Source: an optimization exercise on an open RTL-to-GDS flow (aim: small area). Production flows keep margins and buffers that such runs may drop. In this exercise RTL edits were held to simulation tests only and were not proved equivalent to the original. No activity file was given, so power comes from the tool's default toggle rates.

$ cat flow/design.v
module counter_and_display(clk,rst,SEC_low,SEC_high,MIN_low,MIN_high,HOUR_low,HOUR_high,key0,key1,key2,key3);
input clk;
input rst;
input key0,key1,key2,key3;
output [6:0] SEC_low;
output [6:0] SEC_high;
output [6:0] MIN_low;
output [6:0] MIN_high;
output [6:0] HOUR_low;
output [6:0] HOUR_high;
reg [9:0] pre;
reg [3:0] ks;
reg [3:0] kp;
reg [3:0] s_lo;
reg [2:0] s_hi;
reg [3:0] m_lo;
reg [2:0] m_hi;
reg [3:0] h_lo;
reg [1:0] h_hi;
wire [3:0] s_lo_d; wire [2:0] s_hi_d; wire [3:0] m_lo_d; wire [2:0] m_hi_d; wire [3:0] h_lo_d; wire [1:0] h_hi_d;
wire tc, s9, s5, sc, m9, m0, m5, mh0, mz, m59, mdn, mup, mcu, mcd, hdn, hup, hz, h23, hl9, hl0, hcu, hcd, h2, hh0;
wire s_hi_en;
assign tc = (~pre[0] & pre[1] & ~pre[2] & ~pre[3] & pre[4] & pre[5] & ~pre[6] & pre[7] & ~pre[8] & pre[9]);
assign s9 = (s_lo[0] & s_lo[3]);
assign s5 = (s_hi[0] & s_hi[2]);
assign sc = tc & s9 & s5;
assign m9 = (m_lo[0] & m_lo[3]);
assign m0 = (~m_lo[0] & ~m_lo[1] & ~m_lo[2] & ~m_lo[3]);
assign m5 = (m_hi[0] & m_hi[2]);
assign mh0 = (~m_hi[0] & ~m_hi[1] & ~m_hi[2]);
assign mz = m0 & mh0;
assign m59 = m9 & m5;
assign mdn = kp[1];
assign mup = kp[0] | sc;
assign hdn = kp[3] | (~kp[2] & kp[1] & mz);
assign hup = ~kp[3] & (kp[2] | (mup & m59));
assign mcd = mdn & m0;
assign mcu = ~mdn & mup & m9;
assign s_lo_d[0] = (~s_lo[0] & ~rst & tc) | (s_lo[0] & ~rst & ~tc);
assign s_lo_d[1] = ~((~s_lo[1] & ~tc) | (rst) | (~s_lo[0] & ~s_lo[1]) | (s_lo[3]) | (s_lo[0] & s_lo[1] & tc));
assign s_lo_d[2] = ~((~s_lo[2] & ~tc) | (rst) | (~s_lo[1] & ~s_lo[2]) | (~s_lo[0] & ~s_lo[2]) | (s_lo[0] & s_lo[1] & s_lo[2] & tc));
assign s_lo_d[3] = (s_lo[3] & ~rst & ~tc) | (~s_lo[0] & s_lo[3] & ~rst) | (s_lo[0] & s_lo[1] & s_lo[2] & ~rst & tc);
assign s_hi_en = tc & s9;
assign s_hi_d[0] = (~s_hi[0] & ~rst & s_hi_en) | (s_hi[0] & ~rst & ~s_hi_en);
assign s_hi_d[1] = ~((~s_hi[1] & ~s_hi_en) | (rst) | (~s_hi[0] & ~s_hi[1]) | (s_hi[0] & s_hi[1] & s_hi_en) | (s_hi[2]));
assign s_hi_d[2] = ~((rst) | (~s_hi[2] & ~s_hi_en) | (~s_hi[0] & ~s_hi[2]) | (s_hi[0] & ~s_hi[1] & s_hi_en));
assign m_lo_d[0] = ~((~m_lo[0] & ~mdn & ~mup) | (rst) | (m_lo[0] & mdn) | (m_lo[0] & mup));
assign m_lo_d[1] = ~((rst) | (~m_lo[0] & m_lo[1] & mdn) | (m_lo[0] & m_lo[1] & ~mdn & mup) | (~m_lo[0] & ~m_lo[1] & ~mdn) | (m_lo[0] & ~m_lo[1] & mdn) | (~m_lo[1] & ~mdn & ~mup) | (~m_lo[0] & ~m_lo[2] & ~m_lo[3] & mdn) | (m_lo[0] & m_lo[3]));
assign m_lo_d[2] = ~((rst) | (m_lo[0] & m_lo[1] & m_lo[2] & ~mdn & mup) | (~m_lo[1] & ~m_lo[2] & ~mdn) | (~m_lo[2] & ~m_lo[3] & mdn) | (m_lo[0] & m_lo[3]) | (~m_lo[0] & ~m_lo[2] & ~mdn) | (~m_lo[0] & ~m_lo[1] & m_lo[2] & mdn) | (m_lo[0] & ~m_lo[2] & ~mup));
assign m_lo_d[3] = ~((rst) | (~m_lo[0] & m_lo[3] & mdn) | (m_lo[2] & ~mup) | (m_lo[1] & ~m_lo[2]) | (m_lo[0] & ~m_lo[1] & ~m_lo[3]) | (~m_lo[0] & m_lo[2]) | (~m_lo[0] & ~m_lo[3] & ~mdn) | (m_lo[2] & mdn) | (m_lo[0] & ~m_lo[2] & ~mdn & mup));
assign m_hi_d[0] = ~((~m_hi[0] & ~mcd & ~mcu) | (rst) | (m_hi[0] & mcu) | (m_hi[0] & mcd));
assign m_hi_d[1] = ~((rst) | (m_hi[0] & m_hi[1] & ~mcd & mcu) | (m_hi[0] & m_hi[2]) | (~m_hi[0] & ~m_hi[2] & mcd) | (~m_hi[0] & ~m_hi[1] & ~mcd) | (m_hi[0] & ~m_hi[1] & mcd) | (~m_hi[1] & ~m_hi[2] & ~mcu));
assign m_hi_d[2] = ~((rst) | (~m_hi[0] & m_hi[2] & mcd) | (m_hi[1] & mcd) | (m_hi[0] & ~m_hi[1] & ~m_hi[2]) | (~m_hi[0] & ~m_hi[2] & ~mcd) | (m_hi[1] & ~mcu) | (m_hi[0] & ~m_hi[1] & ~mcd & mcu));
assign h_lo_d[0] = ~((~h_lo[0] & ~hdn & ~hup) | (rst) | (h_lo[0] & hdn) | (h_lo[0] & hup));
assign h_lo_d[1] = ~((rst) | (~h_lo[0] & h_lo[1] & hdn) | (~h_lo[0] & ~h_lo[1] & ~hdn) | (h_lo[0] & h_lo[1] & ~hdn & hup) | (h_lo[0] & ~h_lo[1] & hdn) | (h_lo[0] & ~h_lo[1] & ~hup) | (h_lo[3] & ~hdn) | (~h_lo[0] & h_hi[1] & hdn) | (~h_lo[0] & ~h_lo[2] & ~h_lo[3] & h_hi[0] & hdn));
assign h_lo_d[2] = ~((rst) | (h_lo[0] & h_lo[1] & h_lo[2] & ~hdn & hup) | (h_hi[1]) | (~h_lo[1] & ~h_lo[2] & ~hdn) | (~h_lo[2] & ~h_lo[3] & hdn) | (h_lo[0] & h_lo[3]) | (~h_lo[2] & ~hdn & ~hup) | (~h_lo[0] & ~h_lo[1] & h_lo[2] & hdn) | (~h_lo[0] & ~h_lo[2] & ~h_lo[3]));
assign h_lo_d[3] = ~((rst) | (~h_lo[0] & h_lo[3] & hdn) | (h_lo[1] & ~h_lo[2]) | (~h_lo[1] & ~h_lo[3] & ~hdn) | (h_lo[2] & hdn) | (h_lo[0] & ~h_lo[3] & hdn) | (~h_lo[0] & h_lo[2]) | (h_lo[2] & ~hup) | (~h_lo[3] & ~h_hi[0] & ~h_hi[1] & hdn) | (h_lo[0] & h_lo[3] & ~hdn & hup));
assign h_hi_d[0] = ~((rst) | (h_lo[0] & h_lo[3] & h_hi[0] & ~hdn & hup) | (~h_lo[3] & ~h_hi[0] & ~h_hi[1]) | (h_hi[1] & ~hdn) | (h_lo[0] & ~h_hi[0] & hdn) | (~h_lo[0] & ~h_hi[0] & ~h_hi[1]) | (h_lo[1] & h_hi[1]) | (~h_lo[0] & ~h_lo[1] & ~h_lo[2] & ~h_lo[3] & h_hi[0] & hdn) | (~h_hi[0] & ~hdn & ~hup));
assign h_hi_d[1] = ~((rst) | (h_lo[1] & ~h_hi[1]) | (h_lo[2]) | (~h_lo[0] & ~h_lo[1] & h_hi[1] & hdn) | (h_lo[0] & h_lo[1] & ~hdn & hup) | (h_hi[0] & ~hup) | (h_lo[3] & ~h_hi[0]) | (h_lo[0] & ~h_lo[3] & ~h_hi[1]) | (~h_lo[0] & h_hi[0]) | (~h_lo[0] & ~h_hi[1] & ~hdn) | (h_hi[0] & hdn));
assign SEC_low[0] = (s_lo[0] & ~s_lo[1] & ~s_lo[2] & ~s_lo[3]) | (~s_lo[0] & ~s_lo[1] & s_lo[2]);
assign SEC_low[1] = (s_lo[0] & ~s_lo[1] & s_lo[2]) | (~s_lo[0] & s_lo[1] & s_lo[2]);
assign SEC_low[2] = (~s_lo[0] & s_lo[1] & ~s_lo[2]);
assign SEC_low[3] = (s_lo[0] & ~s_lo[1] & ~s_lo[2] & ~s_lo[3]) | (~s_lo[0] & ~s_lo[1] & s_lo[2]) | (s_lo[0] & s_lo[1] & s_lo[2]);
assign SEC_low[4] = (s_lo[0]) | (~s_lo[1] & s_lo[2]);
assign SEC_low[5] = (s_lo[0] & ~s_lo[2] & ~s_lo[3]) | (s_lo[1] & ~s_lo[2]) | (s_lo[0] & s_lo[1]);
assign SEC_low[6] = (~s_lo[1] & ~s_lo[2] & ~s_lo[3]) | (s_lo[0] & s_lo[1] & s_lo[2]);
assign SEC_high[0] = (s_hi[0] & ~s_hi[1] & ~s_hi[2]) | (~s_hi[0] & s_hi[2]);
assign SEC_high[1] = (s_hi[0] & s_hi[2]);
assign SEC_high[2] = (~s_hi[0] & s_hi[1]);
assign SEC_high[3] = (s_hi[0] & ~s_hi[1] & ~s_hi[2]) | (~s_hi[0] & s_hi[2]);
assign SEC_high[4] = (s_hi[0]) | (s_hi[2]);
assign SEC_high[5] = (s_hi[0] & ~s_hi[2]) | (s_hi[1]);
assign SEC_high[6] = (~s_hi[1] & ~s_hi[2]);
assign MIN_low[0] = (m_lo[0] & ~m_lo[1] & ~m_lo[2] & ~m_lo[3]) | (~m_lo[0] & ~m_lo[1] & m_lo[2]);
assign MIN_low[1] = (m_lo[0] & ~m_lo[1] & m_lo[2]) | (~m_lo[0] & m_lo[1] & m_lo[2]);
assign MIN_low[2] = (~m_lo[0] & m_lo[1] & ~m_lo[2]);
assign MIN_low[3] = (m_lo[0] & ~m_lo[1] & ~m_lo[2] & ~m_lo[3]) | (~m_lo[0] & ~m_lo[1] & m_lo[2]) | (m_lo[0] & m_lo[1] & m_lo[2]);
assign MIN_low[4] = (m_lo[0]) | (~m_lo[1] & m_lo[2]);
assign MIN_low[5] = (m_lo[0] & ~m_lo[2] & ~m_lo[3]) | (m_lo[1] & ~m_lo[2]) | (m_lo[0] & m_lo[1]);
assign MIN_low[6] = (~m_lo[1] & ~m_lo[2] & ~m_lo[3]) | (m_lo[0] & m_lo[1] & m_lo[2]);
assign MIN_high[0] = (m_hi[0] & ~m_hi[1] & ~m_hi[2]) | (~m_hi[0] & m_hi[2]);
assign MIN_high[1] = (m_hi[0] & m_hi[2]);
assign MIN_high[2] = (~m_hi[0] & m_hi[1]);
assign MIN_high[3] = (m_hi[0] & ~m_hi[1] & ~m_hi[2]) | (~m_hi[0] & m_hi[2]);
assign MIN_high[4] = (m_hi[0]) | (m_hi[2]);
assign MIN_high[5] = (m_hi[0] & ~m_hi[2]) | (m_hi[1]);
assign MIN_high[6] = (~m_hi[1] & ~m_hi[2]);
assign HOUR_low[0] = (h_lo[0] & ~h_lo[1] & ~h_lo[2] & ~h_lo[3]) | (~h_lo[0] & ~h_lo[1] & h_lo[2]);
assign HOUR_low[1] = (h_lo[0] & ~h_lo[1] & h_lo[2]) | (~h_lo[0] & h_lo[1] & h_lo[2]);
assign HOUR_low[2] = (~h_lo[0] & h_lo[1] & ~h_lo[2]);
assign HOUR_low[3] = (h_lo[0] & ~h_lo[1] & ~h_lo[2] & ~h_lo[3]) | (~h_lo[0] & ~h_lo[1] & h_lo[2]) | (h_lo[0] & h_lo[1] & h_lo[2]);
assign HOUR_low[4] = (h_lo[0]) | (~h_lo[1] & h_lo[2]);
assign HOUR_low[5] = (h_lo[0] & ~h_lo[2] & ~h_lo[3]) | (h_lo[1] & ~h_lo[2]) | (h_lo[0] & h_lo[1]);
assign HOUR_low[6] = (~h_lo[1] & ~h_lo[2] & ~h_lo[3]) | (h_lo[0] & h_lo[1] & h_lo[2]);
assign HOUR_high[0] = (h_hi[0]);
assign HOUR_high[1] = 1'b0;
assign HOUR_high[2] = (h_hi[1]);
assign HOUR_high[3] = (h_hi[0]);
assign HOUR_high[4] = (h_hi[0]);
assign HOUR_high[5] = (h_hi[0]) | (h_hi[1]);
assign HOUR_high[6] = (~h_hi[1]);
always @(posedge clk) begin
	if (rst | tc) pre <= 10'd0;
	else pre <= {pre[8:0], ~(pre[9] ^ pre[6])};
	if (rst) begin
		ks <= 4'hf;
		kp <= 4'h0;
	end else begin
		ks <= {key3,key2,key1,key0};
		kp <= ~{key3,key2,key1,key0} & ks;
	end
	s_lo <= s_lo_d; s_hi <= s_hi_d;
	m_lo <= m_lo_d; m_hi <= m_hi_d;
	h_lo <= h_lo_d; h_hi <= h_hi_d;
end
endmodule
$ cat flow/run.sh
#!/bin/bash
# synth_recipe.tcl (not shown) runs the flow's synth.tcl, then flattens the netlist and writes it again
# the make line also repeats each setting of config.mk as NAME=value (left out here)
make -C /OpenROAD-flow-scripts/flow DESIGN_CONFIG=/design/flow/config.mk WORK_HOME=/design/flow/orfs CLKGATE_MAP_FILE= SYNTH_SCRIPT=/design/flow/synth_recipe.tcl finish
$ cat flow/config.mk
export PLATFORM = sky130hd
export DESIGN_NAME = counter_and_display
export DESIGN_NICKNAME = counter_and_display
export VERILOG_FILES = /design/flow/design.v
export SDC_FILE = /design/flow/constraint.sdc
export NUM_CORES = 4
export LEC_CHECK = 0
export ABC_AREA = 1
export CAP_MARGIN = 20
export CORE_MARGIN = 2
export CORE_UTILIZATION = 40
export CTS_BUF_LIST = sky130_fd_sc_hd__clkbuf_4
export SLEW_MARGIN = 20
$ cat flow/constraint.sdc
create_clock -name core_clock -period 10.0 [get_ports {clk}]
set_input_delay 2.0000 -clock core_clock [delete_from_list [all_inputs] [get_ports {clk}]]
set_output_delay 2.0000 -clock core_clock [all_outputs]
set_load 0.01 [all_outputs]
==> results of run 1 <==
[Yosys cell counts (all sizes together)]
cell	n
o31ai	1
dfxtp	38
nand3	27
nor3	4
nor2	77
a211oi	6
o21ai	18
a21oi	13
conb	1
o211ai	2
o22ai	1
inv	57
nand4	4
or2	4
a311oi	1
nor4	1
o21a	1
buf	11
o311ai	1
nand2	73
and3	1
o21bai	1
clkbuf	2
[power by group]
group          internal, uW  switching [uW]  total [uW]
clock                  26.2            52.0        78.1
sequential              159            11.6         171
combinational          46.4            51.6        98.1
[cell families (layout without fill, tap and decap cells)]
logic type | Yosys count | count (layout) | share of synthesized area [%]
other | 1 | 1 | 0.174
flip-flops | 38 | 38 | 35.2
buffers and inverters | 70 | 111 | 14.0
AND/OR/NAND/NOR | 191 | 191 | 38.0
AO/OA/AOI/OAI | 45 | 45 | 12.5
[worst max-delay path, delay by kind of cell, from the launching register on]
kind	cells	cell delay, ns
buffers and inverters	1	0.55
AND/OR/NAND/NOR	1	0.17
flip-flops	1	0.65
AO/OA/AOI/OAI	2	0.31
[routing by layer]
metal	track usage, %	wire length [um]	vias up
met5	0	0	-
met4	5.89	63	0
met3	4.53	225	8
met2	27.9	2300	55
met1	22.3	2350	974
li1	-	-	1156
[stage by stage]
stage	area, um^2	instances	utilization [%]
2_1_floorplan	2160	345	-
3_3_place_gp	2620	448	50.7
3_5_place_dp	2620	448	50.7
4_1_cts	2670	456	51.7
5_1_grt	2670	456	51.7
6_report	2670	456	51.7
[cell usage in the layout, fill, tap and decap left out, types with 2 or more instances in the layout]
| cell | n |
|---|---|
| inv_1 | 53 |
| nor3_1 | 3 |
| nand2_2 | 3 |
| nor2_2 | 3 |
| nand2_1 | 68 |
| or2_2 | 4 |
| inv_2 | 3 |
| nand3_1 | 26 |
| a21oi_1 | 13 |
| nand4_1 | 4 |
| o21ai_0 | 17 |
| clkdlybuf4s50_1 | 46 |
| clkbuf_4 | 5 |
| dfxtp_1 | 38 |
| nand2_4 | 2 |
| nor2_1 | 74 |
| o211ai_1 | 2 |
| a211oi_1 | 5 |
[cell type report]
class                           count  area (um^2)
Multi-Input combinational cell    237         1090
Inverter                           57          216
Tap cell                           70         87.6
Sequential cell                    38          761
Timing Repair Buffer               46          460
Clock buffer                        5         37.5
Fill cell                         544         2500
Clock inverter                      3         16.3
[worst max path at each step]
stage / slack [ns] / endpoint
floorplan: 6.77 / HOUR_low[3]
global placement: 6.12 / h_hi[1]
detailed placement: 6.10 / h_hi[1]
CTS: 5.98 / HOUR_low[3]
global route: 5.85 / HOUR_low[3]
finish: 5.98 / HOUR_low[3]
[registers in the layout (all words and copies together) (netlist names), 3 cells and up]
name  flops
s_lo      4
kp        4
s_hi      3
h_lo      4
m_lo      4
ks        4
m_hi      3
pre      10
==> impl_metrics.json, run 1 <==
{
  "status": "complete, no violations",
  "min_path_cells": 2,
  "synthCells": 345,
  "worstHoldPathType": "flop to flop",
  "rsz0062_at_grt": "no",
  "reg2reg_to": "h_hi[1]",
  "cp-start-kind": "flop",
  "r2r_setup_slack_ns": 8.34,
  "startpoint": "h_lo[0]",
  "diodes": 0,
  "die_area_um2": 6000,
  "io_buffers": 46,
  "core_area_um2": 5170,
  "setup_viol_count_final": 0,
  "nets": 391,
  "cts_tree": "done",
  "hold_viol_final": 0,
  "drc": 0,
  "slowest_stage": "dfxtp_1",
  "fin_crit_sh_pct": 40.2,
  "whs_ns": 0.401,
  "numCtsBuffers": 5,
  "clkTransAtPathRegs_ns": 0.12,
  "cts_setup_buffers": 0,
  "syn_nets": 351,
  "initial_core_util_pct": 41.7,
  "antenna_found_initial": 0,
  "wl_per_cell_um": 10.8,
  "cts_resized": 0,
  "drt_first_pass_iters": 4,
  "hold_end": "kp[0]",
  "clk_path_buf_depth": 2,
  "grt_pass1_wl_mm": 8.66,
  "grt_max_degree": 16,
  "slowest_delay_ns": 0.65,
  "worstPathRequired_ns": 8.00,
  "yosys.area.top_type": "dfxtp_1",
  "netlist.area_leader.share_pct": 35.2,
  "fmax_mhz": 249,
  "cts_hold_buffers": 0,
  "syn_avg_cell_area_um2": 6.26,
  "worst_ir_drop_vdd_mv": 0.0711,
  "synth.area.top_cells": "dfxtp_1, nor2_1, nand2_1",
  "synth.yosys.warnings": 1,
  "min_from": "ks[0]",
  "crit_path_max_fanout": 15,
  "path_cells": "nand2_1 > o22ai_1 > o21bai_1 > clkdlybuf4s50_1",
  "total_power_uw": 347,
  "worstMarginPinSlew_ns": 0.507,
  "power.density_nw_per_um2": 130,
  "finalWorstSetupSlack_ns": 5.98,
  "cts.sinks": 38,
  "synthToLayoutAreaGrowth_pct": 23.9,
  "dp_hpwl_mm": 3.65,
  "rows": 26,
  "drtIter0Drc": 122,
  "boundaryPins": 48,
  "r2r-start": "m_lo[0]",
  "routed_wl_mm": 4.94,
  "ys_seq_area_share_pct": 35.2,
  "drv_slew": 0,
  "cts_max_level": 2,
  "grt-ovfl-total": 0,
  "synth_seq_cells": 38,
  "reg2reg_depth": 11,
  "final_layout_size_suffix_gt1_share_pct": 6.99,
  "ant_nets": 0,
  "fin_skew_ns": 0.0118,
  "setup_tns_ns": 0,
  "gp_congestion": 0.864,
  "die_h_um": 77.5,
  "chipWidth_um": 77.5,
  "cp-end-kind": "output port",
  "slew_headroom_pct": 66.1,
  "cts_root_buffer": "clkbuf_4",
  "grt_usage_pct": 17.3,
  "viasPerCell": 4.81,
  "maxCapViolations": 0,
  "total_leakage_power_uw": 0.00116,
  "period_needed_ns": 4.02,
  "cp.arrival_ns": 2.02,
  "critPathKind": "flop to output port",
  "pre_cts_ws_ns": 6.10,
  "syn_area_um2": 2160,
  "clkLatencyLatePin_ns": 0.34,
  "grt_pass1_vias": 1995,
  "vias": 2193,
  "synth.distinct_cells": 34
}
==> inputs of run 2 (changes only) <==
--- a/flow/config.mk
+++ b/flow/config.mk
@@ -5,9 +5,7 @@
 export SDC_FILE = /design/flow/constraint.sdc
 export NUM_CORES = 4
 export LEC_CHECK = 0
-export ABC_AREA = 1
 export CAP_MARGIN = 20
 export CORE_MARGIN = 2
 export CORE_UTILIZATION = 40
-export CTS_BUF_LIST = sky130_fd_sc_hd__clkbuf_4
 export SLEW_MARGIN = 20
==> impl_metrics.json, run 2 <==
{
  "layout_commonest_cell": "clkdlybuf4s50_1",
  "r2r_setup_slack_ns": 7.96,
  "core_area_um2": 5510,
  "ys_seq_area_share_pct": 33.5,
  "cp-end-kind": "output port",
  "synth_most_common_cell": "dfxtp_1",
  "worstHoldPathType": "flop to flop",
  "largest_reg_flops": 10,
  "power.density_nw_per_um2": 141,
  "wl_per_cell_um": 12.0,
  "io_buffers": 46,
  "gp_congestion": 0.832,
  "synth.yosys.warnings": 1,
  "slowest_delay_ns": 0.55,
  "min_path_cells": 2,
  "chipWidth_um": 79.3,
  "nets": 310,
  "syn_area_um2": 2270,
  "die_h_um": 79.3,
  "design_area_um2": 2750,
  "rsz0062_at_grt": "no",
  "diodes": 0,
  "cts_hold_buffers": 0,
  "r2r-start": "s_lo[0]",
  "synthCells": 275,
  "grt_max_degree": 34,
  "grt_usage_pct": 15.1,
  "netlist.area_leader.share_pct": 33.5,
  "cp.arrival_ns": 2.26,
  "crit_path_max_fanout": 9,
  "reg2reg_to": "h_hi[0]",
  "worst_ir_drop_vdd_mv": 0.0843,
  "cts_root_buffer": "clkbuf_8",
  "hold_end": "kp[0]",
  "die_area_um2": 6290,
  "grt_busiest_layer": "met2",
  "numCtsBuffers": 5,
  "drtIter0Drc": 180,
  "top_register": "pre",
  "hold_viol_final": 0,
  "drt_first_pass_iters": 4,
  "grtUsageMet2_pct": 22.6,
  "synth.distinct_cells": 54,
  "synthTopCellsByCount": "dfxtp_1, nor2_1, nand2_1, inv_1, a21oi_1",
  "setup_tns_ns": 0,
  "rows": 27,
  "met3_usage_pct": 3.07,
  "syn_avg_cell_area_um2": 8.25,
  "synth.area.top_cells": "dfxtp_1, nor2_1, mux2i_1",
  "cts_setup_buffers": 0,
  "total_leakage_power_uw": 0.00109,
  "viasPerCell": 5.10,
  "vias": 1923,
  "setup_viol_count_final": 0,
  "clkLatencyLatePin_ns": 0.28,
  "reg2reg_depth": 5,
  "initial_core_util_pct": 41.2,
  "worstPathRequired_ns": 8.00,
  "syn_nets": 281,
  "fin_crit_sh_pct": 42.6,
  "dp_hpwl_mm": 3.15,
  "async_flop_share_pct": 0,
  "synth_edf_count": 0,
  "cts_tree": "done",
  "fmax_mhz": 235,
  "clk_path_buf_depth": 2,
  "fin_skew_ns": 0.00585,
  "drv_slew": 0,
  "status": "complete, no violations",
  "path_cells": "clkinv_1 > or3_1 > mux2i_1 > clkdlybuf4s50_1",
  "period_needed_ns": 4.26,
  "grt-ovfl-total": 0,
  "antenna_found_initial": 0,
  "cts.sinks": 38,
  "maxCapViolations": 0,
  "final_layout_size_suffix_gt1_share_pct": 9.18,
  "slew_headroom_pct": 60.4,
  "cp-start-kind": "flop",
  "cts_max_level": 2,
  "grt_pass1_wl_mm": 7.62,
  "grt_pass1_vias": 1663,
  "min_from": "ks[0]",
  "yosys.area.top_type": "dfxtp_1",
  "layout_common_cells": "clkdlybuf4s50_1, dfxtp_1, nor2_1",
  "synthFlopType": "dfxtp_1",
  "boundaryPins": 48,
  "synth_seq_cells": 38,
  "worstMarginPinSlew_ns": 0.579,
  "use_met1_pct": 21.5,
  "critPathKind": "flop to output port",
  "drc": 0,
  "synthToLayoutAreaGrowth_pct": 21.1,
  "ant_nets": 0,
  "slowest_stage": "clkdlybuf4s50_1",
  "clkTransAtPathRegs_ns": 0.07,
  "cts_resized": 0,
  "routed_wl_mm": 4.54,
  "placed_cell_area_um2": 2660
}
-- run 2: cell types whose count changed in the layout (fill, tap and decap cells not counted), sizes merged, moves of 10 or more --
cell / previous run / this run
nor3: 4 / 14
nand2: 73 / 18
and2: 0 / 10
nand3: 27 / 4
nor2: 77 / 28
inv: 57 / 17
-- run 2: area by class of cell --
cell class / count / area [um^2]
clock buffer: 7 / 86.3
clock inverter: 1 / 5.00
fill: 538 / 2760
inverter: 18 / 67.6
multi-input combinational: 194 / 1270
sequential: 38 / 761
tap: 72 / 90.1
timing repair buffer: 47 / 468
-- run 2: cells by family (layout without fill, tap and decap cells) --
group / count (synthesis) / in the layout / share of synthesized area [%]
compound gates: 58 / 58 / 19.3
xor+xnor: 12 / 12 / 4.63
buf+inv: 43 / 73 / 10.5
flops: 38 / 38 / 33.5
mux: 7 / 7 / 3.09
other cells: 1 / 1 / 0.165
simple gates: 116 / 116 / 28.7
-- run 2: worst max-delay path, delay by kind of cell, from the launching register on --
kind	cells	cell delay [ns]
buffers and inverters	2	0.86
multiplexers	1	0.13
AND/OR/NAND/NOR	1	0.45
flip-flops	1	0.53
-- run 2: worst max path at each step --
stage	to	slack, ns	from	depth (start not counted)
CTS	MIN_low[3]	5.73	m_lo[0]	4
detailed placement	MIN_low[3]	6.05	m_lo[0]	4
global route	MIN_low[3]	5.61	m_lo[0]	4
finish	MIN_low[3]	5.74	m_lo[0]	4
global placement	MIN_low[3]	6.09	m_lo[0]	4
floorplan	MIN_low[3]	6.75	m_lo[0]	4
-- run 2: report_power, final --
part,leakage (uW),internal [uW],switching [uW],total (uW)
Combinational,0.000735,54.6,46.8,101
Clock,0.0000482,55.6,52.5,108
Sequential,0.000311,159,18.4,178
-- run 2: layer usage --
layer	part of all wire (%)	vias up	wire length, um
met2	46	37	2090
met4	0.93	0	42
met3	3.6	4	163
met1	50	883	2250
met5	0	-	0
li1	-	999	-
-- run 2: per-stage QoR --
step | hold WS (ns) | instances | setup slack (ns) | utilization, % | power [uW]
2_1_floorplan | 0.392 | 275 | 6.75 | - | 246
3_3_place_gp | 0.396 | 369 | 6.09 | 48.2 | 282
3_5_place_dp | 0.400 | 369 | 6.05 | 48.2 | 282
4_1_cts | 0.411 | 377 | 5.73 | 49.9 | 392
5_1_grt | 0.425 | 377 | 5.61 | 49.9 | 411
6_report | 0.409 | 377 | 5.74 | 49.9 | 387
==> inputs of run 3 (changes only) <==
==> flow/flow/run.sh (new file) <==
#!/bin/bash
set -o pipefail
export BUFFER_PORTS_ARGS="-buffer_cell sky130_fd_sc_hd__buf_1"
export CTS_ARGS="-sink_clustering_enable -repair_clock_nets -dont_use_dummy_load -buf_list {sky130_fd_sc_hd__clkbuf_4}"
bash standard.sh > standard.log 2>&1
==> flow/standard.sh (new file) <==
#!/bin/bash
# synth_recipe.tcl (not shown) runs the flow's synth.tcl, then flattens the netlist and writes it again
# the make line also repeats each setting of config.mk as NAME=value (left out here)
make -C /OpenROAD-flow-scripts/flow DESIGN_CONFIG=/design/flow/config.mk WORK_HOME=/design/flow/orfs CLKGATE_MAP_FILE= SYNTH_SCRIPT=/design/flow/synth_recipe.tcl "${@:-finish}"
--- a/flow/config.mk
+++ b/flow/config.mk
@@ -5,6 +5,7 @@
 export SDC_FILE = /design/flow/constraint.sdc
 export NUM_CORES = 4
 export LEC_CHECK = 0
+export ABC_AREA = 1
 export CAP_MARGIN = 20
 export CORE_MARGIN = 2
 export CORE_UTILIZATION = 40
removed: flow/run.sh
==> impl_metrics.json, run 3 <==
{
  "crit_path_max_fanout": 15,
  "maxCapViolations": 0,
  "worstHoldPathType": "flop to flop",
  "top_register": "pre",
  "total_power_uw": 319,
  "largest_reg_flops": 10,
  "yosys.area_share.adder_pct": 0,
  "status": "complete, no violations",
  "fin_util_pct": 45.8,
  "antenna_found_initial": 0,
  "reg2reg_to": "h_hi[1]",
  "io_buffers": 46,
  "boundaryPins": 48,
  "synth_top_family_by_area": "simple AND/OR/NAND/NOR gates",
  "crit_family": "flip-flops",
  "cts_resized": 0,
  "synth_most_common_cell": "nor2_1",
  "cts.sinks": 38,
  "synthToLayoutAreaGrowth_pct": 9.80,
  "grt_pass1_wl_mm": 8.70,
  "hold_viol_final": 0,
  "setup_viol_count_final": 0,
  "synth.area.mux_share_pct": 0,
  "worstMarginPinSlew_ns": 0.624,
  "min_path_cells": 2,
  "drt_first_pass_iters": 4,
  "ys_seq_area_share_pct": 35.2,
  "critPathKind": "flop to output port",
  "slowest_stage": "dfxtp_1",
  "gp_congestion": 0.847,
  "synth.distinct_cells": 34,
  "grt_usage_pct": 17.4,
  "cp-end-kind": "output port",
  "whs_ns": 0.405,
  "worst_ir_drop_vdd_mv": 0.0906,
  "cts_setup_buffers": 0,
  "cts_tree": "done",
  "fmax_mhz": 275,
  "cts_max_level": 2,
  "drv_slew": 0,
  "grt-ovfl-total": 0,
  "setup_tns_ns": 0,
  "pre_cts_ws_ns": 6.57,
  "dp_hpwl_mm": 3.65,
  "clk_path_buf_depth": 2,
  "synthSimpleGateAreaFrac_pct": 38.0,
  "synth_compound_area_share_pct": 12.5,
  "layout_commonest_cell": "nor2_1",
  "critPathBufInv": 1,
  "cp.arrival_ns": 1.64,
  "fin_skew_ns": 0.0282,
  "initial_core_util_pct": 41.7,
  "cts_hold_buffers": 0,
  "power.density_nw_per_um2": 135,
  "layout_common_cells": "nor2_1, nand2_1, inv_1",
  "r2r_setup_slack_ns": 8.36,
  "reg2reg_depth": 11,
  "synthCells": 345,
  "async_flop_share_pct": 0,
  "total_leakage_power_uw": 0.00105,
  "synth_edf_count": 0,
  "grt_pass1_vias": 1980,
  "routed_wl_mm": 4.82,
  "core_area_um2": 5170,
  "chipWidth_um": 77.5,
  "grt_max_degree": 16,
  "finalWorstSetupSlack_ns": 6.36,
  "yosys.area.top_type": "dfxtp_1",
  "synth_seq_cells": 38,
  "rsz0062_at_grt": "no",
  "clkLatencyLatePin_ns": 0.35,
  "cts_root_buffer": "clkbuf_4",
  "ant_nets": 0,
  "clkTransAtPathRegs_ns": 0.10,
  "synthFlopType": "dfxtp_1",
  "r2r-start": "m_hi[0]",
  "syn_avg_cell_area_um2": 6.26,
  "numCtsBuffers": 5,
  "rows": 26,
  "netlist.area_leader.share_pct": 35.2,
  "vias": 2201,
  "wl_per_cell_um": 10.6,
  "hold_end": "kp[0]",
  "nets": 391,
  "min_from": "ks[0]",
  "period_needed_ns": 3.64,
  "path_cells": "nand2_1 > o22ai_1 > o21bai_1 > buf_1",
  "syn_nets": 351,
  "final_layout_size_suffix_gt1_share_pct": 6.53,
  "fillers": 597,
  "syn_area_um2": 2160,
  "slew_headroom_pct": 58.4,
  "synth.yosys.warnings": 1,
  "slowest_delay_ns": 0.63,
  "synth.area.top_cells": "dfxtp_1, nor2_1, nand2_1",
  "fin_crit_sh_pct": 36.4,
  "die_h_um": 77.5,
  "cp-start-kind": "flop",
  "synthXorXnorAreaFrac_pct": 0,
  "drtIter0Drc": 110,
  "synthTopCellsByCount": "nor2_1, nand2_1, inv_1, dfxtp_1, nand3_1",
  "die_area_um2": 6000,
  "viasPerCell": 4.86,
  "worstPathRequired_ns": 8.00,
  "diodes": 0,
  "drc": 0
}
-- run 3: kinds of logic after synthesis --
kind of cell,count (synthesis)
flip-flops,38
AND/OR/NAND/NOR,191
AO/OA/AOI/OAI,45
buffers and inverters,70
other,1
-- run 3: worst min-delay path: cells and delay by family (launching register included) --
kind / cells / cell delay [ns]
and+or+nand+nor: 1 / 0.03
buffers and inverters: 1 / 0.04
DFF: 1 / 0.31
-- run 3: final cells by class --
cell class	count	area (um^2)	area share, %
Sequential cell	38	761	32.1
Inverter	57	216	9.13
Clock buffer	5	37.5	1.58
Multi-Input combinational cell	237	1090	46.2
Tap cell	70	87.6	3.70
Timing Repair Buffer	46	173	7.29
-- run 3: layer usage --
layer  global-route usage (%)  vias to the layer above  wire [um]
met5                        0                        -          0
met4                     3.75                        0         61
met3                     5.23                        6        262
met2                     28.6                       51       2250
met1                     22.5                      981       2250
li1                         -                     1163          -
-- run 3: worst max path at each step --
stage                        from          end  cells past startpoint
after CTS                 h_lo[0]  HOUR_low[3]                      4
final                     h_lo[0]  HOUR_low[3]                      4
after floorplan           h_lo[0]  HOUR_low[3]                      4
after global placement        rst      h_hi[1]                      8
after global routing      h_lo[0]  HOUR_low[3]                      4
after detailed placement      rst      h_hi[1]                      8
-- run 3: through the flow --
step / instances / area [um^2]
6_report: 453 / 2370
5_1_grt: 453 / 2370
4_1_cts: 453 / 2370
3_5_place_dp: 448 / 2330
3_3_place_gp: 448 / 2330
2_1_floorplan: 345 / 2160
-- run 3: report_power, final --
group	internal [uW]	leakage (uW)	switching, uW
clock network	23.5	0.0000230	46.1
logic	27.3	0.000711	51.5
registers	159	0.000311	11.5
==> inputs of run 4 (changes only) <==
==> flow/flow/run.sh (replaced) <==
#!/bin/bash
set -o pipefail
export BUFFER_PORTS_ARGS="-buffer_cell sky130_fd_sc_hd__buf_1"
export CTS_ARGS="-sink_clustering_enable -repair_clock_nets -dont_use_dummy_load -buf_list {sky130_fd_sc_hd__clkbuf_8}"
bash standard.sh > standard.log 2>&1
==> impl_metrics.json, run 4 <==
{
  "synthFlopType": "dfxtp_1",
  "ys_seq_area_share_pct": 35.2,
  "cts.sinks": 38,
  "fin_skew_ns": 0.0181,
  "setup_tns_ns": 0,
  "worstMarginPinSlew_ns": 0.621,
  "status": "complete, no violations",
  "syn_area_um2": 2160,
  "core_area_um2": 5170,
  "diodes": 0,
  "cp.arrival_ns": 1.57,
  "boundaryPins": 48,
  "initial_core_util_pct": 41.7,
  "wl_per_cell_um": 10.7,
  "synth_most_common_cell": "nor2_1",
  "hold_viol_final": 0,
  "route.met2.wl_mm": 2.23,
  "syn_nets": 351,
  "setup_viol_count_final": 0,
  "cts_max_level": 2,
  "drt_first_pass_iters": 4,
  "critPathKind": "flop to output port",
  "synth.distinct_cells": 34,
  "drc": 0,
  "async_flop_share_pct": 0,
  "reg2reg_depth": 11,
  "grt_pass1_wl_mm": 8.71,
  "cts_hold_buffers": 0,
  "clk_path_buf_depth": 2,
  "wl_met3_um": 258,
  "synth_seq_cells": 38,
  "synthTopCellsByCount": "nor2_1, nand2_1, inv_1, dfxtp_1, nand3_1",
  "viasPerCell": 4.84,
  "worstPathRequired_ns": 8.00,
  "maxCapViolations": 0,
  "die_h_um": 77.5,
  "synthToLayoutAreaGrowth_pct": 11.2,
  "rows": 26,
  "io_buffers": 46,
  "top_register": "pre",
  "drv_slew": 0,
  "slew_headroom_pct": 58.6,
  "whs_ns": 0.403,
  "vias": 2194,
  "numCtsBuffers": 5,
  "antenna_found_initial": 0,
  "routed_wl_mm": 4.85,
  "cp-end-kind": "output port",
  "largest_reg_flops": 10,
  "worst_ir_drop_vdd_mv": 0.108,
  "nets": 391,
  "grt_usage_pct": 17.5,
  "cts_setup_buffers": 0,
  "fin_crit_sh_pct": 35.7,
  "synth_edf_count": 0,
  "reg2reg_to": "h_hi[1]",
  "final_layout_size_suffix_gt1_share_pct": 6.53,
  "cts_tree": "done",
  "synth.yosys.warnings": 1,
  "rsz0062_at_grt": "no",
  "fmax_mhz": 280,
  "grt_max_degree": 16,
  "crit_path_max_fanout": 15,
  "clkLatencyLatePin_ns": 0.29,
  "hold_end": "kp[0]",
  "startpoint": "h_lo[0]",
  "dr.max_layer_used": "met4",
  "syn_avg_cell_area_um2": 6.26,
  "chipWidth_um": 77.5,
  "netlist.area_leader.share_pct": 35.2,
  "drtIter0Drc": 125,
  "worstHoldPathType": "flop to flop",
  "total_leakage_power_uw": 0.00106,
  "power.density_nw_per_um2": 143,
  "layout_common_cells": "nor2_1, nand2_1, inv_1",
  "synthCells": 345,
  "yosys.area.top_type": "dfxtp_1",
  "layout_commonest_cell": "nor2_1",
  "cts_root_buffer": "clkbuf_8",
  "cts_resized": 0,
  "min_from": "ks[0]",
  "period_needed_ns": 3.57,
  "min_path_cells": 2,
  "ant_nets": 0,
  "synth.area.top_cells": "dfxtp_1, nor2_1, nand2_1",
  "dp_hpwl_mm": 3.65,
  "clkTransAtPathRegs_ns": 0.07,
  "r2r-start": "m_hi[0]",
  "grt-ovfl-total": 0,
  "fillers": 594,
  "wl_met1_mm": 2.29,
  "cp-start-kind": "flop",
  "gp_congestion": 0.847,
  "die_area_um2": 6000,
  "grt_pass1_vias": 1984,
  "r2r_setup_slack_ns": 8.37
}
[run 4: cell counts after synthesis]
Identical to the previous run, type by type.
[run 4: worst max-delay path by stage]
| stage | end | depth (start not counted) | slack (ns) |
|---|---|---|---|
| 2_1_floorplan | HOUR_low[3] | 4 | 6.77 |
| 3_3_place_gp | h_hi[1] | 8 | 6.57 |
| 3_5_place_dp | h_hi[1] | 8 | 6.57 |
| 4_1_cts | HOUR_low[3] | 4 | 6.44 |
| 5_1_grt | HOUR_low[3] | 4 | 6.23 |
| 6_report | HOUR_low[3] | 4 | 6.43 |
[run 4: kinds of logic after synthesis]
family	count (synthesis)	synth area share [%]
and+or+nand+nor	191	38.0
buffers and inverters	70	14.0
AOI/OAI and AO/OA	45	12.5
DFF	38	35.2
other	1	0.174
[run 4: power by group]
group | total, uW | switching, uW | internal, uW
Combinational | 78.9 | 51.6 | 27.3
Sequential | 171 | 11.6 | 159
Clock | 94.5 | 49.5 | 45.0
Total | 344 | 113 | 231
[run 4: critical path, cell delays in order (launching register included)]
cell	delay, ns
dfxtp_1	0.62
nand2_1	0.18
o22ai_1	0.19
o21bai_1	0.13
buf_1	0.16
[run 4: cell type report]
type,count,area [um^2],share of cell area [%]
sequential,38,761,31.7
timing repair buffer,46,173,7.19
clock buffer,5,68.8,2.87
inverter,57,216,9.02
tap,70,87.6,3.65
multi-input combinational,237,1090,45.6
[run 4: per-stage QoR]
step / util (%) / setup slack, ns / cell area [um^2] / total power [uW] / instances
floorplan: - / 6.77 / 2160 / 233 / 345
global placement: 45.1 / 6.57 / 2330 / 253 / 448
detailed placement: 45.1 / 6.57 / 2330 / 253 / 448
CTS: 46.4 / 6.44 / 2400 / 347 / 453
global route: 46.4 / 6.23 / 2400 / 367 / 453
finish: 46.4 / 6.43 / 2400 / 344 / 453
[run 4: metal layers]
layer / GRT usage [%] / up-vias
met5: 0 / -
met4: 4.29 / 0
met3: 5.23 / 6
met2: 28.8 / 48
met1: 22.5 / 981
li1: - / 1159
==> inputs of run 5 (changes only) <==
==> flow/flow/run.sh (replaced) <==
#!/bin/bash
set -o pipefail
export BUFFER_PORTS_ARGS="-buffer_cell sky130_fd_sc_hd__buf_1"
export CTS_ARGS="-sink_clustering_enable -repair_clock_nets -dont_use_dummy_load -buf_list {sky130_fd_sc_hd__clkbuf_2 sky130_fd_sc_hd__clkbuf_4 sky130_fd_sc_hd__clkbuf_8}"
bash standard.sh > standard.log 2>&1
==> impl_metrics.json, run 5 <==
{
  "status": "complete, no violations",
  "place_inst": 448,
  "grt_usage_pct": 17.5,
  "path_cells": "nand2_1 > o22ai_1 > o21bai_1 > buf_1",
  "setup_viol_count_final": 0,
  "die_area_um2": 6000,
  "cp-end-kind": "output port",
  "numCtsBuffers": 5,
  "viasPerCell": 4.84,
  "antenna_found_initial": 0,
  "pre_cts_ws_ns": 6.57,
  "synthToLayoutAreaGrowth_pct": 11.2,
  "cts_root_buffer": "clkbuf_8",
  "wl_per_cell_um": 10.7,
  "synth.yosys.warnings": 1,
  "cts_resized": 0,
  "r2r-start": "m_hi[0]",
  "chipWidth_um": 77.5,
  "largest_reg_flops": 10,
  "worstHoldPathType": "flop to flop",
  "crit_path_max_fanout": 15,
  "hold_end": "kp[0]",
  "routed_wl_mm": 4.85,
  "synthFlopType": "dfxtp_1",
  "top_register": "pre",
  "period_needed_ns": 3.57,
  "maxCapViolations": 0,
  "setup_tns_ns": 0,
  "synth_most_common_cell": "nor2_1",
  "synth_seq_cells": 38,
  "syn_nets": 351,
  "yosys.area.top_type": "dfxtp_1",
  "multi_input_area_um2": 1090,
  "synth.area.top_cells": "dfxtp_1, nor2_1, nand2_1",
  "grt_pass1_vias": 1984,
  "reg2reg_to": "h_hi[1]",
  "drtIter0Drc": 125,
  "syn_avg_cell_area_um2": 6.26,
  "fmax_mhz": 280,
  "min_from": "ks[0]",
  "critPathKind": "flop to output port",
  "grt_max_degree": 16,
  "clkLatencyLatePin_ns": 0.29,
  "rows": 26,
  "dp_hpwl_mm": 3.65,
  "ant_nets": 0,
  "slew_headroom_pct": 58.6,
  "reg2reg_depth": 11,
  "hold_viol_final": 0,
  "slowest_stage": "dfxtp_1",
  "synth_edf_count": 0,
  "cts_setup_buffers": 0,
  "instances_no_fill": 453,
  "rsz0062_at_grt": "no",
  "design_area_um2": 2400,
  "drc": 0,
  "r2r_setup_slack_ns": 8.37,
  "fin_skew_ns": 0.0181,
  "cts.sinks": 38,
  "total_power_uw": 344,
  "total_leakage_power_uw": 0.00106,
  "clk_path_buf_depth": 2,
  "boundaryPins": 48,
  "min_path_cells": 2,
  "final_layout_size_suffix_gt1_share_pct": 6.53,
  "die_h_um": 77.5,
  "worstPathRequired_ns": 8.00,
  "seq_area_um2": 761,
  "syn_area_um2": 2160,
  "grt_pass1_wl_mm": 8.71,
  "drv_slew": 0,
  "cts_tree": "done",
  "placed_cell_area_um2": 2330,
  "diodes": 0,
  "drt_first_pass_iters": 4,
  "nets": 391,
  "io_buffers": 46,
  "fillers": 594,
  "vias": 2194,
  "grt-ovfl-total": 0,
  "initial_core_util_pct": 41.7,
  "synthCells": 345,
  "cp.arrival_ns": 1.57,
  "layout_commonest_cell": "nor2_1",
  "gp_congestion": 0.847,
  "clkTransAtPathRegs_ns": 0.07,
  "worstMarginPinSlew_ns": 0.621,
  "worst_ir_drop_vdd_mv": 0.108,
  "cts_max_level": 2,
  "fin_crit_sh_pct": 35.7,
  "cts_hold_buffers": 0,
  "cp-start-kind": "flop",
  "synthTopCellsByCount": "nor2_1, nand2_1, inv_1, dfxtp_1, nand3_1",
  "slowest_delay_ns": 0.62,
  "synth.distinct_cells": 34,
  "ys_seq_area_share_pct": 35.2,
  "power.density_nw_per_um2": 143,
  "netlist.area_leader.share_pct": 35.2,
  "finalWorstSetupSlack_ns": 6.43,
  "layout_common_cells": "nor2_1, nand2_1, inv_1",
  "core_area_um2": 5170,
  "async_flop_share_pct": 0
}
## run 5: worst max-delay path by stage
stage,to,cells after the start,slack (ns),start
4_1_cts,HOUR_low[3],4,6.44,h_lo[0]
2_1_floorplan,HOUR_low[3],4,6.77,h_lo[0]
5_1_grt,HOUR_low[3],4,6.23,h_lo[0]
3_5_place_dp,h_hi[1],8,6.57,rst
6_report,HOUR_low[3],4,6.43,h_lo[0]
3_3_place_gp,h_hi[1],8,6.57,rst
## run 5: through the flow
| step | utilization [%] | hold WS (ns) |
|---|---|---|
| after floorplan | - | 0.392 |
| after CTS | 46.4 | 0.405 |
| after global routing | 46.4 | 0.422 |
| final | 46.4 | 0.403 |
| after detailed placement | 45.1 | 0.400 |
| after global placement | 45.1 | 0.396 |
## run 5: logic make-up (layout without fill, tap and decap cells)
kind of cell / Yosys count / after routing / synth area share, %
flip-flops: 38 / 38 / 35.2
AND/OR/NAND/NOR: 191 / 191 / 38.0
other: 1 / 1 / 0.174
AO/OA/AOI/OAI: 45 / 45 / 12.5
buffers and inverters: 70 / 108 / 14.0
## run 5: metal layers
layer	track usage (%)	part of all wire, %
met4	4.29	1.3
met5	0	0
met3	5.23	5.3
met2	28.8	46
met1	22.5	47
## run 5: worst max-delay path, delay by kind of cell, from the launching register on
kind,cells,cell delay [ns]
compound gates,2,0.32
buf+inv,1,0.16
flops,1,0.62
simple gates,1,0.18
## run 5: power breakdown
group	switching [uW]	total, uW	leakage (uW)	internal (uW)
combinational	51.6	78.9	0.000711	27.3
sequential	11.6	171	0.000311	159
clock	49.5	94.5	0.0000359	45.0
total	113	344	0.00106	231
## run 5: final cells by class
class,instances,area share [%]
clock buffer,5,2.87
inverter,57,9.02
multi-input combinational,237,45.6
sequential,38,31.7
tap,70,3.65
timing repair buffer,46,7.19
==> inputs of run 6 (changes only) <==
==> flow/flow/run.sh (replaced) <==
#!/bin/bash
set -o pipefail
export BUFFER_PORTS_ARGS="-buffer_cell sky130_fd_sc_hd__buf_1"
export CTS_ARGS="-sink_clustering_enable -sink_clustering_size 40 -sink_clustering_max_diameter 500 -repair_clock_nets -dont_use_dummy_load -buf_list {sky130_fd_sc_hd__clkbuf_16}"
bash standard.sh > standard.log 2>&1
==> impl_metrics.json, run 6 <==
{
  "status": "complete, no violations",
  "synth.yosys.warnings": 1,
  "worstMarginPinSlew_ns": 0.621,
  "cts_hold_buffers": 0,
  "syn_avg_cell_area_um2": 6.26,
  "clk_path_buf_depth": 2,
  "syn_area_um2": 2160,
  "crit_path_max_fanout": 15,
  "rows": 26,
  "nets": 391,
  "cp.arrival_ns": 1.57,
  "fillers": 584,
  "layout_common_cells": "nor2_1, nand2_1, inv_1",
  "viasPerCell": 4.82,
  "die_area_um2": 6000,
  "instances_no_fill": 453,
  "diodes": 0,
  "total_leakage_power_uw": 0.00108,
  "fmax_mhz": 280,
  "numCtsBuffers": 5,
  "chipWidth_um": 77.5,
  "power.density_nw_per_um2": 159,
  "cts.sinks": 38,
  "cp-end-kind": "output port",
  "setup_tns_ns": 0,
  "clkTransAtPathRegs_ns": 0.05,
  "synthToLayoutAreaGrowth_pct": 13.9,
  "synth.distinct_cells": 34,
  "initial_core_util_pct": 41.7,
  "grt_max_degree": 16,
  "cts_max_level": 2,
  "clkLatencyLatePin_ns": 0.28,
  "netlist.area_leader.share_pct": 35.2,
  "grt-ovfl-total": 0,
  "dp_hpwl_mm": 3.65,
  "boundaryPins": 48,
  "r2r-start": "m_hi[0]",
  "cts_setup_buffers": 0,
  "place_inst": 448,
  "synth.area.top_cells": "dfxtp_1, nor2_1, nand2_1",
  "routed_wl_mm": 4.86,
  "total_power_uw": 391,
  "drt_first_pass_iters": 4,
  "finalWorstSetupSlack_ns": 6.43,
  "period_needed_ns": 3.57,
  "fin_skew_ns": 0.00893,
  "grt_pass1_vias": 1974,
  "drv_slew": 0,
  "synthTopCellsByCount": "nor2_1, nand2_1, inv_1, dfxtp_1, nand3_1",
  "async_flop_share_pct": 0,
  "reg2reg_depth": 11,
  "synthCells": 345,
  "setup_viol_count_final": 0,
  "die_h_um": 77.5,
  "worst_ir_drop_vdd_mv": 0.0963,
  "layout_commonest_cell": "nor2_1",
  "hold_viol_final": 0,
  "ys_seq_area_share_pct": 35.2,
  "syn_nets": 351,
  "gp_congestion": 0.847,
  "synth_seq_cells": 38,
  "cp-start-kind": "flop",
  "worstPathRequired_ns": 8.00,
  "synthFlopType": "dfxtp_1",
  "wl_per_cell_um": 10.7,
  "largest_reg_flops": 10,
  "drc": 0,
  "top_register": "pre",
  "fin_crit_sh_pct": 35.7,
  "min_from": "ks[0]",
  "r2r_setup_slack_ns": 8.39,
  "drtIter0Drc": 83,
  "min_path_cells": 2,
  "rsz0062_at_grt": "no",
  "worstHoldPathType": "flop to flop",
  "yosys.area.top_type": "dfxtp_1",
  "antenna_found_initial": 0,
  "cts_root_buffer": "clkbuf_16",
  "maxCapViolations": 0,
  "pre_cts_ws_ns": 6.57,
  "final_layout_size_suffix_gt1_share_pct": 6.53,
  "synth_edf_count": 0,
  "ant_nets": 0,
  "grt_pass1_wl_mm": 8.72,
  "critPathKind": "flop to output port",
  "vias": 2184,
  "synth_most_common_cell": "nor2_1",
  "slew_headroom_pct": 58.6,
  "core_area_um2": 5170,
  "io_buffers": 46,
  "grt_usage_pct": 17.7,
  "cts_tree": "done",
  "reg2reg_to": "h_hi[1]",
  "hold_end": "kp[0]",
  "cts_resized": 0
}
-- run 6: cell count changes in the layout (fill, tap and decap cells not counted) --
cell | before | now
clkbuf_8 | 5 | 0
clkbuf_16 | 0 | 5
-- run 6: report_power, final --
group          switching [uW]  internal, uW
combinational            51.5          27.3
sequential               11.6           159
clock                    53.1          87.9
total                     116           275
-- run 6: final cells by class --
type / instances / area [um^2] / area share, %
multi-input cells: 237 / 1090 / 44.6
repair buffers: 46 / 173 / 7.03
flip-flops and latches: 38 / 761 / 31.0
well taps: 70 / 87.6 / 3.56
inverters: 57 / 216 / 8.81
clock buffers: 5 / 125 / 5.09
-- run 6: critical path, cell delays in order, from the launching register on --
cell and delay [ns]:
dfxtp_1 0.62, nand2_1 0.18, o22ai_1 0.19, o21bai_1 0.13
buf_1 0.16
-- run 6: per-stage QoR --
| stage | utilization (%) | hold slack, ns | area [um^2] |
|---|---|---|---|
| 2_1_floorplan | - | 0.392 | 2160 |
| 3_3_place_gp | 45.1 | 0.396 | 2330 |
| 3_5_place_dp | 45.1 | 0.400 | 2330 |
| 4_1_cts | 47.5 | 0.406 | 2460 |
| 5_1_grt | 47.5 | 0.422 | 2460 |
| 6_report | 47.5 | 0.405 | 2460 |
-- run 6: how the worst max path moves through the flow --
stage	from	to	slack [ns]	cells past startpoint
after CTS	h_lo[0]	HOUR_low[3]	6.46	4
after global placement	rst	h_hi[1]	6.57	8
after global routing	h_lo[0]	HOUR_low[3]	6.25	4
after floorplan	h_lo[0]	HOUR_low[3]	6.77	4
final	h_lo[0]	HOUR_low[3]	6.43	4
after detailed placement	rst	h_hi[1]	6.57	8
-- run 6: cell families after synthesis --
kind of cell,synth area share [%]
and+or+nand+nor,38.0
buffers and inverters,14.0
AOI/OAI and AO/OA,12.5
DFF,35.2
other,0.174
-- run 6: routing by layer --
metal | vias to the layer above | global-route usage (%) | routed length, um
met5 | - | 0 | 0
met1 | 968 | 22.6 | 2330
met2 | 41 | 28.8 | 2240
met4 | 0 | 5.36 | 61
li1 | 1169 | - | -
met3 | 6 | 5.23 | 232

==> port drivers added, routing unchanged <==
Ports are ideal in the flow. The routed layouts listed here were re-timed in OpenROAD. Step 1 sets driving cells, clkbuf_16 on the clock port and buf_2 on the other inputs (assumed; they add their load-dependent delay and slew). Step 2 adds t to the input delays and takes it off the output delays; t is the mean of the earliest and latest rising clock arrival at the registers after step 1. Input paths then give back, and output paths get back, about the clock's delay inside the block. Slacks: ideal ports / drivers / drivers and shift; pairs: ideal ports / drivers.
| run | t (ns) | setup WS [ns] | hold slack, ns | slew at the worst register clock pin (ns) | worst slew at a driven data input, ns |
|---|---|---|---|---|---|
| run 1 | 0.364 | 5.977 / 5.953 / 6.109 | 0.401 / 0.401 / 0.401 | 0.12 / 0.12 | 0.03 |
| run 2 | 0.309 | 5.741 / 5.713 / 6.022 | 0.409 / 0.409 / 0.409 | 0.08 / 0.08 | 0.04 |
| run 3 | 0.359 | 6.362 / 6.338 / 6.546 | 0.405 / 0.405 / 0.405 | 0.13 / 0.13 | 0.03 |
| run 4 | 0.309 | 6.426 / 6.399 / 6.534 | 0.403 / 0.403 / 0.403 | 0.08 / 0.08 | 0.03 |
| run 5 | 0.309 | 6.426 / 6.399 / 6.534 | 0.403 / 0.403 / 0.403 | 0.08 / 0.08 | 0.03 |
| run 6 | 0.304 | 6.430 / 6.399 / 6.535 | 0.405 / 0.405 / 0.405 | 0.06 / 0.06 | 0.03 |
After both steps every run listed still meets setup and hold.
